Background: an optimization exercise with open tools, aiming at small area and a short achievable clock period. Do not read the settings as production practice. At most, simulation tests tie the RTL to the original design; equivalence was not proved. No activity file was given, so power comes from the tool's default toggle rates.

== branch juniper ==
## ChipLevel
module ChipLevel (
   input  logic [15:0] data16_a, data16_b, data16_c, data16_d,
   input  logic [7:0] din_a, din_b,
   input  logic [1:0] sel,
   input  logic clk, cin, rst, start,
   input  logic s1, s2, op,
   output logic [15:0] mux_out, regout,
   output logic [31:0] m32_out,
   output logic cout1, cout2, comp_out1, comp_out2
);
logic [15:0] ad16_sout, ad8_sout, m16_out, cnt;
AdderPair u1 (.clk(clk), .ain(data16_a), .bin(data16_b), .cin(cin),
              .ad16(ad16_sout), .cout1(cout1), .s(ad8_sout), .cout2(cout2),
              .lt(comp_out2));
Counter u13 (.count(cnt), .start(start), .clk(clk), .rst(rst));
Comparator u12 (.ain(ad8_sout), .bin(cnt), .cp_out(comp_out1));
Multiply8x8 u4 (.a(din_a), .b(din_b), .p(m16_out), .clk(clk));
Multiply16x16 u5 (.a(data16_a), .b(data16_b), .p(m32_out), .clk(clk));
MuxMod  u6 (.Y_IN(mux_out), .MUX_CNT(sel), .D(ad16_sout), .R(ad8_sout),
            .F(m16_out), .UPC(cnt));
PathSegment u7 (.R1(data16_a), .R2(data16_b), .R3(data16_c), .R4(data16_d),
                .S2(s2), .S1(s1), .OP(op), .REGOUT(regout), .clk(clk));
endmodule
Size: about 1800 cells after synthesis, ~160 I/O pins, roughly 0.017 mm2 of cells after synthesis.
export LEC_CHECK = 0
export CAP_MARGIN = 20
export CORE_MARGIN = 2
export CORE_UTILIZATION = 60
export SETUP_SLACK_MARGIN = 3.5
export SLEW_MARGIN = 20
create_clock -name core_clock -period 8.0 [get_ports {clk}]
standard.sh (not shown) runs the stock make flow with config.mk's settings and CLKGATE_MAP_FILE= SYNTH_SCRIPT=/design/flow/synth_recipe.tcl, a recipe that flattens the netlist after the stock synthesis.
==> flow/flow/run.sh <==
#!/bin/bash
# Layout flow: the standard one, except that synthesis keeps the design's FA
# modules as the library's full-adder cell (flow/synth_fa.tcl) and leaves the
# remaining logic to ABC without re-extracting adders from it.  The
# registers must come out exactly as in the standard synthesis (same names
# and cell types); if they do not, the standard synthesis is used instead.
set -uo pipefail
R=orfs/results/$FLOW_PLATFORM/ChipLevel/base

bash standard.sh synth > std_synth.log 2>&1 || exit 1
cp $R/1_2_yosys.v std_1_2_yosys.v

# 2. the synthesis with full-adder cells, in a work folder of its own
MK=$(sed -n 's/^make -C \S* \(.*\) "\${@:-finish}"$/\1/p' standard.sh | sed 's|WORK_HOME=\S*||; s|SYNTH_SCRIPT=\S*||')
read -ra MKARGS <<< "$MK"
make -C "$FLOW_HOME" "${MKARGS[@]}" WORK_HOME="$PWD/orfs_fa" SYNTH_SCRIPT="$PWD/flow/synth_fa.tcl" \
  "SYNTH_KEEP_MODULES=FA HA CellAOI21 CellOAI21 CellNAND2 CellNOR2 CellXOR2 CellXNOR2" "ADDER_MAP_FILE=" synth > fa_synth.log 2>&1
ok=$?
if [[ $ok -eq 0 ]] && python3 flow/same_regs.py std_1_2_yosys.v orfs_fa/results/$FLOW_PLATFORM/ChipLevel/base/1_2_yosys.v > regs_check.log 2>&1; then
  echo "using the full-adder synthesis" > synth_choice.log
  cp orfs_fa/results/$FLOW_PLATFORM/ChipLevel/base/1_2_yosys.v $R/1_2_yosys.v
  rm -f $R/1_synth.odb $R/1_synth.sdc
else
  echo "using the standard synthesis (fa synth exit $ok)" > synth_choice.log
fi

# 3. the rest of the standard flow, with the ORFS settings in flow/make_args.txt
EXTRA=()
if [[ -f flow/make_args.txt ]]; then
  while read -r line; do [[ -n "$line" && "$line" != \#* ]] && EXTRA+=("${line//@FLOW@/$PWD/flow}"); done < flow/make_args.txt
fi
bash standard.sh finish "${EXTRA[@]}" > std_finish.log 2>&1
==> flow/flow/make_args.txt <==
BUFFER_PORTS_ARGS=-buffer_cell sky130_fd_sc_hd__buf_1
POST_GLOBAL_PLACE_TCL=@FLOW@/post_gpl.tcl
DONT_USE_CELLS=sky130_fd_sc_hd__probe_p_8 sky130_fd_sc_hd__probec_p_8 sky130_fd_sc_hd__lpflow_bleeder_1 sky130_fd_sc_hd__lpflow_clkbufkapwr_1 sky130_fd_sc_hd__lpflow_clkbufkapwr_16 sky130_fd_sc_hd__lpflow_clkbufkapwr_2 sky130_fd_sc_hd__lpflow_clkbufkapwr_4 sky130_fd_sc_hd__lpflow_clkbufkapwr_8 sky130_fd_sc_hd__lpflow_clkinvkapwr_1 sky130_fd_sc_hd__lpflow_clkinvkapwr_16 sky130_fd_sc_hd__lpflow_clkinvkapwr_2 sky130_fd_sc_hd__lpflow_clkinvkapwr_4 sky130_fd_sc_hd__lpflow_clkinvkapwr_8 sky130_fd_sc_hd__lpflow_decapkapwr_12 sky130_fd_sc_hd__lpflow_decapkapwr_3 sky130_fd_sc_hd__lpflow_decapkapwr_4 sky130_fd_sc_hd__lpflow_decapkapwr_6 sky130_fd_sc_hd__lpflow_decapkapwr_8 sky130_fd_sc_hd__lpflow_inputiso0n_1 sky130_fd_sc_hd__lpflow_inputiso0p_1 sky130_fd_sc_hd__lpflow_inputiso1n_1 sky130_fd_sc_hd__lpflow_inputiso1p_1 sky130_fd_sc_hd__lpflow_inputisolatch_1 sky130_fd_sc_hd__lpflow_isobufsrc_1 sky130_fd_sc_hd__lpflow_isobufsrc_16 sky130_fd_sc_hd__lpflow_isobufsrc_2 sky130_fd_sc_hd__lpflow_isobufsrc_4 sky130_fd_sc_hd__lpflow_isobufsrc_8 sky130_fd_sc_hd__lpflow_isobufsrckapwr_16 sky130_fd_sc_hd__lpflow_lsbuf_lh_hl_isowell_tap_1 sky130_fd_sc_hd__lpflow_lsbuf_lh_hl_isowell_tap_2 sky130_fd_sc_hd__lpflow_lsbuf_lh_hl_isowell_tap_4 sky130_fd_sc_hd__lpflow_lsbuf_lh_isowell_4 sky130_fd_sc_hd__lpflow_lsbuf_lh_isowell_tap_1 sky130_fd_sc_hd__lpflow_lsbuf_lh_isowell_tap_2 sky130_fd_sc_hd__lpflow_lsbuf_lh_isowell_tap_4  sky130_fd_sc_hd__clkdlybuf4s15_1 sky130_fd_sc_hd__clkdlybuf4s15_2 sky130_fd_sc_hd__clkdlybuf4s18_1 sky130_fd_sc_hd__clkdlybuf4s18_2 sky130_fd_sc_hd__clkdlybuf4s25_1 sky130_fd_sc_hd__clkdlybuf4s25_2 sky130_fd_sc_hd__clkdlybuf4s50_1 sky130_fd_sc_hd__clkdlybuf4s50_2
Other scripts of this flow, unchanged in this note and not shown: flow/flow/post_gpl.tcl, flow/flow/same_regs.py, flow/flow/synth_fa.tcl
--- input diff branch juniper..branch raven ---
Settings: SETUP_SLACK_MARGIN now 3.9, was 3.5; TNS_END_PERCENT now 0, previously not set.
--- a/flow/flow/make_args.txt
+++ b/flow/flow/make_args.txt
@@ -2,2 +2,3 @@
 POST_GLOBAL_PLACE_TCL=@FLOW@/post_gpl.tcl
 DONT_USE_CELLS=sky130_fd_sc_hd__probe_p_8 sky130_fd_sc_hd__probec_p_8 sky130_fd_sc_hd__lpflow_bleeder_1 sky130_fd_sc_hd__lpflow_clkbufkapwr_1 sky130_fd_sc_hd__lpflow_clkbufkapwr_16 sky130_fd_sc_hd__lpflow_clkbufkapwr_2 sky130_fd_sc_hd__lpflow_clkbufkapwr_4 sky130_fd_sc_hd__lpflow_clkbufkapwr_8 sky130_fd_sc_hd__lpflow_clkinvkapwr_1 sky130_fd_sc_hd__lpflow_clkinvkapwr_16 sky130_fd_sc_hd__lpflow_clkinvkapwr_2 sky130_fd_sc_hd__lpflow_clkinvkapwr_4 sky130_fd_sc_hd__lpflow_clkinvkapwr_8 sky130_fd_sc_hd__lpflow_decapkapwr_12 sky130_fd_sc_hd__lpflow_decapkapwr_3 sky130_fd_sc_hd__lpflow_decapkapwr_4 sky130_fd_sc_hd__lpflow_decapkapwr_6 sky130_fd_sc_hd__lpflow_decapkapwr_8 sky130_fd_sc_hd__lpflow_inputiso0n_1 sky130_fd_sc_hd__lpflow_inputiso0p_1 sky130_fd_sc_hd__lpflow_inputiso1n_1 sky130_fd_sc_hd__lpflow_inputiso1p_1 sky130_fd_sc_hd__lpflow_inputisolatch_1 sky130_fd_sc_hd__lpflow_isobufsrc_1 sky130_fd_sc_hd__lpflow_isobufsrc_16 sky130_fd_sc_hd__lpflow_isobufsrc_2 sky130_fd_sc_hd__lpflow_isobufsrc_4 sky130_fd_sc_hd__lpflow_isobufsrc_8 sky130_fd_sc_hd__lpflow_isobufsrckapwr_16 sky130_fd_sc_hd__lpflow_lsbuf_lh_hl_isowell_tap_1 sky130_fd_sc_hd__lpflow_lsbuf_lh_hl_isowell_tap_2 sky130_fd_sc_hd__lpflow_lsbuf_lh_hl_isowell_tap_4 sky130_fd_sc_hd__lpflow_lsbuf_lh_isowell_4 sky130_fd_sc_hd__lpflow_lsbuf_lh_isowell_tap_1 sky130_fd_sc_hd__lpflow_lsbuf_lh_isowell_tap_2 sky130_fd_sc_hd__lpflow_lsbuf_lh_isowell_tap_4  sky130_fd_sc_hd__clkdlybuf4s15_1 sky130_fd_sc_hd__clkdlybuf4s15_2 sky130_fd_sc_hd__clkdlybuf4s18_1 sky130_fd_sc_hd__clkdlybuf4s18_2 sky130_fd_sc_hd__clkdlybuf4s25_1 sky130_fd_sc_hd__clkdlybuf4s25_2 sky130_fd_sc_hd__clkdlybuf4s50_1 sky130_fd_sc_hd__clkdlybuf4s50_2
+RECOVER_POWER=50
==> results.txt <==
Summary of branch raven over branch juniper: final design utilization picked up an extra 0.20 points, final cell area excluding filler cells picked up an extra 0.31%, setup slack lost 0.69 ns, power consumption lost 1.5%, worst hold margin neither gained nor lost much.
Comparing share of the clock period used by the worst path for branch raven and branch juniper, the bigger number came from branch raven.
Layout checks on branch raven: not met. Flow itself completed; violations: capacitance limit, slew limit.
branch juniper reached the final stage; the timing, design-rule and antenna checks on its layout passed.
Going from branch juniper to branch raven, number of nets in the layout grew slightly.

---

run A:
Starting RTL as in the previous note.
export LEC_CHECK = 0
export CAP_MARGIN = 20
export CORE_MARGIN = 2
export CORE_UTILIZATION = 60
export SETUP_SLACK_MARGIN = 4.2
export SLEW_MARGIN = 20
export TNS_END_PERCENT = 0
create_clock -name core_clock -period 8.0 [get_ports {clk}]
==> flow/flow/post_gpl.tcl <==
# The standard port buffering gives every port a buf_1 (BUFFER_PORTS_ARGS);
# input ports fan out to many cells, so their buffers become buf_2.
foreach inst [get_cells input*] {
  if {[get_property $inst ref_name] eq "sky130_fd_sc_hd__buf_1"} {
    replace_cell $inst sky130_fd_sc_hd__buf_2
  }
}
Scripts as last shown in full above: flow/flow/run.sh
Other scripts of this flow, unchanged in this note and not shown: flow/flow/make_args.txt, flow/flow/same_regs.py, flow/flow/synth_fa.tcl
The following lists how run B was set up differently from run A:
- swapping 4.2 for 3.6 in SETUP_SLACK_MARGIN
- swapping 60 for 72 in CORE_UTILIZATION
- clearing TNS_END_PERCENT, which used to be 0
==> flow/flow/post_gpl.tcl <==
# The standard port buffering gives every port a buf_1 (BUFFER_PORTS_ARGS);
# input ports fan out to many cells, so their buffers become buf_4.
foreach inst [get_cells input*] {
  if {[get_property $inst ref_name] eq "sky130_fd_sc_hd__buf_1"} {
    replace_cell $inst sky130_fd_sc_hd__buf_4
  }
}
Notes after the runs:
- Sort run B and run A by clock distribution area overhead in the final layout, ascending, and run A comes first.
- [run B] initial DRC count rose 296 relative to run A
- Final area went up slightly going from run A to run B.
- Summary — proportion of power drawn by flip-flops and latches, run B relative to run A: lower, by 1.1 points.
- Of run B and run A, it is run B that has the higher met3 capacity usage during global routing.
- Status: fraction of standard cell area in multi-input logic parity (run A, run B)
- Total wire length after detailed routing up 860 microns in run B wrt run A
- Compared with run A, run B shows placed cell area that has gone up slightly.
- Delta (run B minus run A): filler-free cell count of the finished design decreased about 2.8%; slew at the pin closest to its max-slew limit increased 0.0080 ns.
Modified inputs, run C compared to run B
- swapping 3.6 for 3.7 in SETUP_SLACK_MARGIN
- putting CTS_CLUSTER_SIZE at 50 where nothing was set
- swapping 72 for 60 in CORE_UTILIZATION
==> flow/flow/post_gpl.tcl <==
# The standard port buffering gives every port a buf_1 (BUFFER_PORTS_ARGS);
# input ports fan out to many cells, so their buffers become buf_2.
foreach inst [get_cells input*] {
  if {[get_property $inst ref_name] eq "sky130_fd_sc_hd__buf_1"} {
    replace_cell $inst sky130_fd_sc_hd__buf_2
  }
}
Results
Switching share of power, run C and run B, lower one = run B.
Taking run B as the reference, in run C sequential share of layout area dropped 0.37 points; global router's overall resource usage dropped 5.8 points; share of power burned in the clock network dropped 0.6 points; via count dropped 534.
Total chip power of run C falls short of that of run B slightly.
Between run C and run B, final worst hold slack is lower for run C, run B comes in above that.
Run C closes out successfully: all stages finished, all timing, DRC and antenna checks passed.
Final routed wirelength across all metal layers: lower on run B
Run C vs run B — cell area rose 1.7%.
Input changes introduced in run D (baseline for comparison: run C):
- CTS_CLUSTER_SIZE removed (was 50)
- TNS_END_PERCENT newly set to 0
### Flow results
Run D closes out successfully: all stages finished, all timing, DRC and antenna checks passed.
Worst stage delay on the critical path up 0.08 ns in run D wrt run C
Higher clock share of power was reported by run D, not run C.
Cmp run D vs run C: first-iteration DRC count higher in run D
Going from run C to run D, depth of the most critical reg-to-reg path down 1; share of the core filled with cells down 2.1 points.
When run D is measured against run C, its cell area after placement turns out 0.98% lower.
Looking at total power draw, run D sits about 3% below run C.
Per the comparison of run D with run C, number of vias after detailed routing decreased by 184 relative to the old numbers; register-to-register setup slack decreased by 0.10 ns relative to the old numbers.
The inputs of run E differ from those of run D as listed below.
- swapping 3.7 for 3.9 in SETUP_SLACK_MARGIN
- swapping 60 for 70 in CORE_UTILIZATION
Notes after the runs:
- Run E went all the way through the flow, and no timing, DRC or antenna check failed.
- The run showing the smaller floorplan die area is run E.
- Comparing run D with run E, the cell area came out essentially unchanged.
- Taking run E as 1.0, run D lands at 0.848 on peak supply drop.
- Non-clock buffer count sits lower in run E than in run D.
- Reported for run D and run E, sequential cell area turned out identical to the last digit.
- On layout-stage area growth over the synthesis result: between run D and run E, it ends up lower for run D.
- On delay of the slowest critical-path stage, the lower figure sits with run E, not run D.
- Between run D and run E, the post-route core utilization is higher for run E.
- Re count of buffer and inverter cells on the critical path: no difference whatsoever between run E and run D.
- Summary: fmax, run E better than run D
- Share of power burned in combinational logic (higher): run D

---

Setup of before:
Another version of the RTL of ChipLevel (not shown whole).
Size in the first run: roughly 1700 cells after synthesis, roughly 160 I/O pins, ~18000 µm² of cells after synthesis.
export LEC_CHECK = 0
export CAP_MARGIN = 20
export CORE_MARGIN = 2
export CORE_UTILIZATION = 60
export SETUP_SLACK_MARGIN = 3.3
export SLEW_MARGIN = 20
create_clock -name core_clock -period 8.0 [get_ports {clk}]
==> flow/flow/run.sh <==
#!/bin/bash
# Layout flow: the standard one, except that synthesis keeps the design's FA
# modules as the library's full-adder cell (flow/synth_fa.tcl) and leaves the
# remaining logic to ABC without re-extracting adders from it.  The
# registers must come out exactly as in the standard synthesis (same names
# and cell types); if they do not, the standard synthesis is used instead.
set -uo pipefail
R=orfs/results/$FLOW_PLATFORM/ChipLevel/base

bash standard.sh synth > std_synth.log 2>&1 || exit 1
cp $R/1_2_yosys.v std_1_2_yosys.v

# 2. the synthesis with full-adder cells, in a work folder of its own
MK=$(sed -n 's/^make -C \S* \(.*\) "\${@:-finish}"$/\1/p' standard.sh | sed 's|WORK_HOME=\S*||; s|SYNTH_SCRIPT=\S*||')
read -ra MKARGS <<< "$MK"
make -C "$FLOW_HOME" "${MKARGS[@]}" WORK_HOME="$PWD/orfs_fa" SYNTH_SCRIPT="$PWD/flow/synth_fa.tcl" \
  "SYNTH_KEEP_MODULES=FA HA CellAO21 CellAND2 CellXOR2 CellNOR2" "ADDER_MAP_FILE=" synth > fa_synth.log 2>&1
ok=$?
if [[ $ok -eq 0 ]] && python3 flow/same_regs.py std_1_2_yosys.v orfs_fa/results/$FLOW_PLATFORM/ChipLevel/base/1_2_yosys.v > regs_check.log 2>&1; then
  echo "using the full-adder synthesis" > synth_choice.log
  cp orfs_fa/results/$FLOW_PLATFORM/ChipLevel/base/1_2_yosys.v $R/1_2_yosys.v
  rm -f $R/1_synth.odb $R/1_synth.sdc
else
  echo "using the standard synthesis (fa synth exit $ok)" > synth_choice.log
fi

# 3. the rest of the standard flow, with the ORFS settings in flow/make_args.txt
EXTRA=()
if [[ -f flow/make_args.txt ]]; then
  while read -r line; do [[ -n "$line" && "$line" != \#* ]] && EXTRA+=("${line//@FLOW@/$PWD/flow}"); done < flow/make_args.txt
fi
bash standard.sh finish "${EXTRA[@]}" > std_finish.log 2>&1
==> flow/flow/make_args.txt <==
BUFFER_PORTS_ARGS=-outputs -buffer_cell sky130_fd_sc_hd__buf_1
PRE_GLOBAL_PLACE_TCL=@FLOW@/pre_gpl.tcl
DONT_USE_CELLS=sky130_fd_sc_hd__probe_p_8 sky130_fd_sc_hd__probec_p_8 sky130_fd_sc_hd__lpflow_bleeder_1 sky130_fd_sc_hd__lpflow_clkbufkapwr_1 sky130_fd_sc_hd__lpflow_clkbufkapwr_16 sky130_fd_sc_hd__lpflow_clkbufkapwr_2 sky130_fd_sc_hd__lpflow_clkbufkapwr_4 sky130_fd_sc_hd__lpflow_clkbufkapwr_8 sky130_fd_sc_hd__lpflow_clkinvkapwr_1 sky130_fd_sc_hd__lpflow_clkinvkapwr_16 sky130_fd_sc_hd__lpflow_clkinvkapwr_2 sky130_fd_sc_hd__lpflow_clkinvkapwr_4 sky130_fd_sc_hd__lpflow_clkinvkapwr_8 sky130_fd_sc_hd__lpflow_decapkapwr_12 sky130_fd_sc_hd__lpflow_decapkapwr_3 sky130_fd_sc_hd__lpflow_decapkapwr_4 sky130_fd_sc_hd__lpflow_decapkapwr_6 sky130_fd_sc_hd__lpflow_decapkapwr_8 sky130_fd_sc_hd__lpflow_inputiso0n_1 sky130_fd_sc_hd__lpflow_inputiso0p_1 sky130_fd_sc_hd__lpflow_inputiso1n_1 sky130_fd_sc_hd__lpflow_inputiso1p_1 sky130_fd_sc_hd__lpflow_inputisolatch_1 sky130_fd_sc_hd__lpflow_isobufsrc_1 sky130_fd_sc_hd__lpflow_isobufsrc_16 sky130_fd_sc_hd__lpflow_isobufsrc_2 sky130_fd_sc_hd__lpflow_isobufsrc_4 sky130_fd_sc_hd__lpflow_isobufsrc_8 sky130_fd_sc_hd__lpflow_isobufsrckapwr_16 sky130_fd_sc_hd__lpflow_lsbuf_lh_hl_isowell_tap_1 sky130_fd_sc_hd__lpflow_lsbuf_lh_hl_isowell_tap_2 sky130_fd_sc_hd__lpflow_lsbuf_lh_hl_isowell_tap_4 sky130_fd_sc_hd__lpflow_lsbuf_lh_isowell_4 sky130_fd_sc_hd__lpflow_lsbuf_lh_isowell_tap_1 sky130_fd_sc_hd__lpflow_lsbuf_lh_isowell_tap_2 sky130_fd_sc_hd__lpflow_lsbuf_lh_isowell_tap_4  sky130_fd_sc_hd__clkdlybuf4s15_1 sky130_fd_sc_hd__clkdlybuf4s15_2 sky130_fd_sc_hd__clkdlybuf4s18_1 sky130_fd_sc_hd__clkdlybuf4s18_2 sky130_fd_sc_hd__clkdlybuf4s25_1 sky130_fd_sc_hd__clkdlybuf4s25_2 sky130_fd_sc_hd__clkdlybuf4s50_1 sky130_fd_sc_hd__clkdlybuf4s50_2
==> flow/flow/pre_gpl.tcl <==
# Inputs get a buffer strong enough for their fanout; outputs get theirs from
# the standard buffer_ports call (BUFFER_PORTS_ARGS -outputs).
buffer_ports -inputs -buffer_cell sky130_fd_sc_hd__buf_4
Other scripts of this flow, unchanged in this note and not shown: flow/flow/same_regs.py, flow/flow/synth_fa.tcl
## Diff of input files: after against before
--- a/flow/flow/run.sh
+++ b/flow/flow/run.sh
@@ -28,5 +28,5 @@
 EXTRA=()
 if [[ -f flow/make_args.txt ]]; then
-  while read -r line; do [[ -n "$line" && "$line" != \#* ]] && EXTRA+=("${line//@FLOW@/$PWD/flow}"); done < flow/make_args.txt
+  while read -r line; do [[ -n "$line" && "$line" != \#* ]] && EXTRA+=("$line"); done < flow/make_args.txt
 fi
 bash standard.sh finish "${EXTRA[@]}" > std_finish.log 2>&1
==> flow/flow/make_args.txt <==
BUFFER_PORTS_ARGS=-buffer_cell sky130_fd_sc_hd__buf_1
DONT_USE_CELLS=sky130_fd_sc_hd__probe_p_8 sky130_fd_sc_hd__probec_p_8 sky130_fd_sc_hd__lpflow_bleeder_1 sky130_fd_sc_hd__lpflow_clkbufkapwr_1 sky130_fd_sc_hd__lpflow_clkbufkapwr_16 sky130_fd_sc_hd__lpflow_clkbufkapwr_2 sky130_fd_sc_hd__lpflow_clkbufkapwr_4 sky130_fd_sc_hd__lpflow_clkbufkapwr_8 sky130_fd_sc_hd__lpflow_clkinvkapwr_1 sky130_fd_sc_hd__lpflow_clkinvkapwr_16 sky130_fd_sc_hd__lpflow_clkinvkapwr_2 sky130_fd_sc_hd__lpflow_clkinvkapwr_4 sky130_fd_sc_hd__lpflow_clkinvkapwr_8 sky130_fd_sc_hd__lpflow_decapkapwr_12 sky130_fd_sc_hd__lpflow_decapkapwr_3 sky130_fd_sc_hd__lpflow_decapkapwr_4 sky130_fd_sc_hd__lpflow_decapkapwr_6 sky130_fd_sc_hd__lpflow_decapkapwr_8 sky130_fd_sc_hd__lpflow_inputiso0n_1 sky130_fd_sc_hd__lpflow_inputiso0p_1 sky130_fd_sc_hd__lpflow_inputiso1n_1 sky130_fd_sc_hd__lpflow_inputiso1p_1 sky130_fd_sc_hd__lpflow_inputisolatch_1 sky130_fd_sc_hd__lpflow_isobufsrc_1 sky130_fd_sc_hd__lpflow_isobufsrc_16 sky130_fd_sc_hd__lpflow_isobufsrc_2 sky130_fd_sc_hd__lpflow_isobufsrc_4 sky130_fd_sc_hd__lpflow_isobufsrc_8 sky130_fd_sc_hd__lpflow_isobufsrckapwr_16 sky130_fd_sc_hd__lpflow_lsbuf_lh_hl_isowell_tap_1 sky130_fd_sc_hd__lpflow_lsbuf_lh_hl_isowell_tap_2 sky130_fd_sc_hd__lpflow_lsbuf_lh_hl_isowell_tap_4 sky130_fd_sc_hd__lpflow_lsbuf_lh_isowell_4 sky130_fd_sc_hd__lpflow_lsbuf_lh_isowell_tap_1 sky130_fd_sc_hd__lpflow_lsbuf_lh_isowell_tap_2 sky130_fd_sc_hd__lpflow_lsbuf_lh_isowell_tap_4  sky130_fd_sc_hd__clkdlybuf4s15_1 sky130_fd_sc_hd__clkdlybuf4s15_2 sky130_fd_sc_hd__clkdlybuf4s18_1 sky130_fd_sc_hd__clkdlybuf4s18_2 sky130_fd_sc_hd__clkdlybuf4s25_1 sky130_fd_sc_hd__clkdlybuf4s25_2 sky130_fd_sc_hd__clkdlybuf4s50_1 sky130_fd_sc_hd__clkdlybuf4s50_2
--- a/flow/config.mk
+++ b/flow/config.mk
@@ -9,4 +9,4 @@
 export CORE_MARGIN = 2
 export CORE_UTILIZATION = 60
-export SETUP_SLACK_MARGIN = 3.3
+export SETUP_SLACK_MARGIN = 3.6
 export SLEW_MARGIN = 20
removed: flow/flow/pre_gpl.tcl
--- outcome ---
after: post-route core utilization 2.3 points above before
after reports a lower share of cell area taken by flip-flops and latches than before does.
Side by side, last weighted congestion value of the routability-driven placer turned out higher in after than in before.
Taking before as the reference, in after hold violation count in the final report comparable, power after layout now larger, final cell count now larger, shortest clock period the worst path allows after layout comparable.
Going from before to after, the overall routed net length was found to have gone up by about 1.5%.
Note that the count of port buffers added during placement recorded for after amounts to 1.12 times the value seen in before.
after vs. before: final cell area excluding filler cells went up by about 3.6%.
No functional check of the RTL was part of any run of this note.

-- re-timing with driven ports --
How much do the figures lean on ideal ports? The routed layouts below were timed once more, with nothing changed but the port constraints.
Step 1: set_driving_cell puts a clkbuf_16 on clk and a buf_2 on each other input, an assumption about the parent block.
Step 2 also shifts input and output timing later by t, the mid clock arrival at the registers, as if the neighbouring blocks saw the same clock.
Three values: ideal ports, drivers, drivers and shift; two values: the first two.
| run | t (ns) | setup slack, ns | worst setup path after step 2 | worst data-port slew with drivers (ns) | cell pins on the clock port's net |
|---|---|---|---|---|---|
| branch juniper | 0.486 | 3.497 / 3.487 / 3.000 | input to register | 0.06 | 1 |
| branch raven | 0.485 | 2.812 / 2.808 / 2.323 | input to register | 0.07 | 1 |
| run A | 0.486 | 3.578 / 3.575 / 3.089 | input to register | 0.07 | 1 |
| run B | 0.486 | 3.523 / 3.520 / 3.034 | input to register | 0.08 | 1 |
| run C | 0.487 | 3.638 / 3.636 / 3.148 | input to register | 0.08 | 1 |
| run D | 0.487 | 3.545 / 3.537 / 3.049 | input to register | 0.06 | 1 |
| run E | 0.485 | 3.603 / 3.592 / 3.107 | input to register | 0.07 | 1 |
| before | 0.567 | 3.382 / 3.332 / 3.314 | input to register | 0.84 | 1 |
| after | 0.566 | 3.382 / 3.331 / 3.074 | input to register | 0.05 | 1 |
For branch juniper, which loses most, drivers alone change the setup slack by -0.010 ns; drivers and shift together by -0.497 ns.
